What follows belongs to an exercise in optimizing a design on an open flow for small area; a production flow would make more cautious choices.
In this exercise RTL edits were held to simulation tests only and were not proved equivalent to the original.

## dds_core
module dds_core(
    input  wire        clk,
    input  wire        rst_n,
    input  wire        btn_mode,
    input  wire        rot_a,
    input  wire        rot_b,
    input  wire        btn_step,
    output wire [10:0] rom_addr,
    input  wire [47:0] rom_data,
    output wire [11:0] dac_out
);
    localparam [8:0] L0 = 9'h001, L300 = 9'h0e9;
    reg       mb_D1, mb_D2, mb_D3, mb_IntBTN, mb_enable_counter;
    reg [8:0] mb_counter;
    wire      mb_counting = (mb_counter != L300) & mb_enable_counter;
    always @(posedge clk or negedge rst_n) begin
        if (~rst_n) begin
            mb_D1 <= 0; mb_D2 <= 0; mb_D3 <= 0; mb_IntBTN <= 0;
            mb_counter <= L0; mb_enable_counter <= 0;
        end else begin
            mb_D1 <= btn_mode; mb_D2 <= mb_D1; mb_D3 <= mb_D2;
            if (~mb_enable_counter) mb_IntBTN <= ~mb_D2 & mb_D3 & (mb_counter == L0);
            mb_counter <= mb_counting ? {mb_counter[7:0], mb_counter[8] ^ mb_counter[4]} : L0;
            if (mb_IntBTN)          mb_enable_counter <= 1;
            else if (~mb_counting)  mb_enable_counter <= 0;
        end
    end
    reg       sb_D1, sb_D2, sb_D3, sb_IntBTN, sb_enable_counter;
    reg [8:0] sb_counter;
    wire      sb_counting = (sb_counter != L300) & sb_enable_counter;
  ...
For scale: roughly 3,500 cells after synthesis, ~260 flip-flops.
Settings: LEC_CHECK=0, ABC_AREA=1, CAP_MARGIN=0, CORE_MARGIN=2, CORE_UTILIZATION=70, SLEW_MARGIN=0, SYNTH_HIERARCHICAL=1; clock period 80.0 ns.
standard.sh (not shown) runs the stock make flow with config.mk's settings and CLKGATE_MAP_FILE= SYNTH_SCRIPT=/design/flow/synth_recipe.tcl, a recipe that flattens the netlist after the stock synthesis.
==> flow/flow/run.sh <==
#!/bin/bash
# Layout flow: the standard ORFS flow (standard.sh, standard synthesis
# unchanged) with two changes to how the layout is made:
#  - the port buffers that ORFS inserts at placement are buf_1 cells;
#  - clock tree synthesis uses clkbuf_8 buffers (sink clusters of up to 14) and
#    inserts no dummy loads;
# The full make output goes to flow_make.log in this folder; ORFS writes each
# step's log under orfs/logs/.
set -euo pipefail
export BUFFER_PORTS_ARGS="-buffer_cell sky130_fd_sc_hd__buf_1"
export CTS_ARGS="-sink_clustering_enable -repair_clock_nets -dont_use_dummy_load -buf_list sky130_fd_sc_hd__clkbuf_8 -sink_clustering_size 14 -sink_clustering_max_diameter 60"
bash standard.sh > flow_make.log 2>&1
The baseline reached the layout checks and failed them: capacitance limit, slew limit.
Change:
--- a/flow/flow/run.sh
+++ b/flow/flow/run.sh
@@ -2,3 +2,3 @@
 # Layout flow: the standard ORFS flow (standard.sh, standard synthesis
-# unchanged) with two changes to how the layout is made:
+# unchanged) with three changes to how the layout is made:
 #  - the port buffers that ORFS inserts at placement are buf_1 cells;
@@ -6,2 +6,6 @@
 #    inserts no dummy loads;
+#  - timing-driven global placement does not keep the resizer's buffering
+#    (the design has over 40 ns of setup slack); repair_design after
+#    placement still fixes every slew, capacitance and fanout violation
+#    (with the default 20% slew and capacitance margins).
 # The full make output goes to flow_make.log in this folder; ORFS writes each
@@ -11,2 +15,3 @@
 export CTS_ARGS="-sink_clustering_enable -repair_clock_nets -dont_use_dummy_load -buf_list sky130_fd_sc_hd__clkbuf_8 -sink_clustering_size 14 -sink_clustering_max_diameter 60"
+export GPL_KEEP_OVERFLOW=0
 bash standard.sh > flow_make.log 2>&1
CAP_MARGIN = 20   (was 0)
CORE_UTILIZATION = 60   (was 70)
SLEW_MARGIN = 20   (was 0)
This time the run went through all stages and came out clean; wire length decreases by 1.3%; die area increases by 16%; register-to-register slack loses 1.3 ns; clock-buffer cell count decreases by 1; area after synthesis does not change; sequential cell count is unchanged; sequential share of layout area decreases by 0.54 points; hold slack gains 0.0037 ns.
Change:
==> flow/flow/run.sh (replaced) <==
#!/bin/bash
# Layout flow: the standard ORFS flow (standard.sh, standard synthesis
# unchanged) with two changes to how the layout is made:
#  - the port buffers that ORFS inserts at placement are buf_1 cells;
#  - clock tree synthesis uses clkbuf_8 buffers (sink clusters of up to 14) and
#    inserts no dummy loads;
# The full make output goes to flow_make.log in this folder; ORFS writes each
# step's log under orfs/logs/.
set -euo pipefail
export BUFFER_PORTS_ARGS="-buffer_cell sky130_fd_sc_hd__buf_1"
export CTS_ARGS="-sink_clustering_enable -repair_clock_nets -dont_use_dummy_load -buf_list sky130_fd_sc_hd__clkbuf_8 -sink_clustering_size 14 -sink_clustering_max_diameter 60"
bash standard.sh > flow_make.log 2>&1
CAP_MARGIN = 0   (was 20)
CORE_UTILIZATION = 78   (was 60)
SLEW_MARGIN = 0   (was 20)
What happened:
- final cell count falls by about 4.3%
- wire length rises by about 0.6%
- design area falls by about 3%
- first-iteration DRC count rises by 56%
- fmax rises by about 5%
- clock skew rises by 0.028 ns
- utilization rises by 17 points
- count of clock-buffer cells in the layout rises by 1
Change:
CORE_UTILIZATION = 60   (was 78)
=>
- The changed run passed the timing, DRC and antenna checks
- wire length is about the same
- setup slack gets better by 0.30 ns
- cell area went up slightly
- final cell count came out higher by a few percent
- via count came out lower by a little under a tenth
- global-route usage shrinks by 12 points
- sequential share of layout area drops by 0.17 points
- count of clock-buffer cells in the layout falls by 1

==> afterwards: timing with drivers on the ports <==
In the flow no input, the clock included, has a driving cell. The finished layouts below were timed again as built, in two steps.
Step 1: set_driving_cell puts a clkbuf_16 on clk and a buf_2 on each other input, an assumption about the parent block.
Step 2 adds t to the input delays and takes it off the output delays; t is the mean of the earliest and latest rising clock arrival at the registers after step 1. Input paths then give back, and output paths get back, about the clock's delay inside the block.
a / b / c = no drivers / after step 1 / after step 2; a / b = the first two.
| run | shift t [ns] | setup WS [ns] | worst hold slack (ns) | slew at the worst register clock pin (ns) | worst slew at a driven data input, ns |
|---|---|---|---|---|---|
| the first run | 0.648 | 48.093 / 48.093 / 48.093 | 0.342 / 0.342 / 0.342 | 0.10 / 0.10 | 0.06 |
| the second run | 0.644 | 46.750 / 46.750 / 46.750 | 0.346 / 0.346 / 0.346 | 0.10 / 0.10 | 0.05 |
| the third run | 0.655 | 48.338 / 48.338 / 48.338 | 0.354 / 0.354 / 0.354 | 0.10 / 0.10 | 0.05 |
| the fourth run | 0.644 | 48.641 / 48.641 / 48.641 | 0.342 / 0.342 / 0.342 | 0.10 / 0.10 | 0.05 |
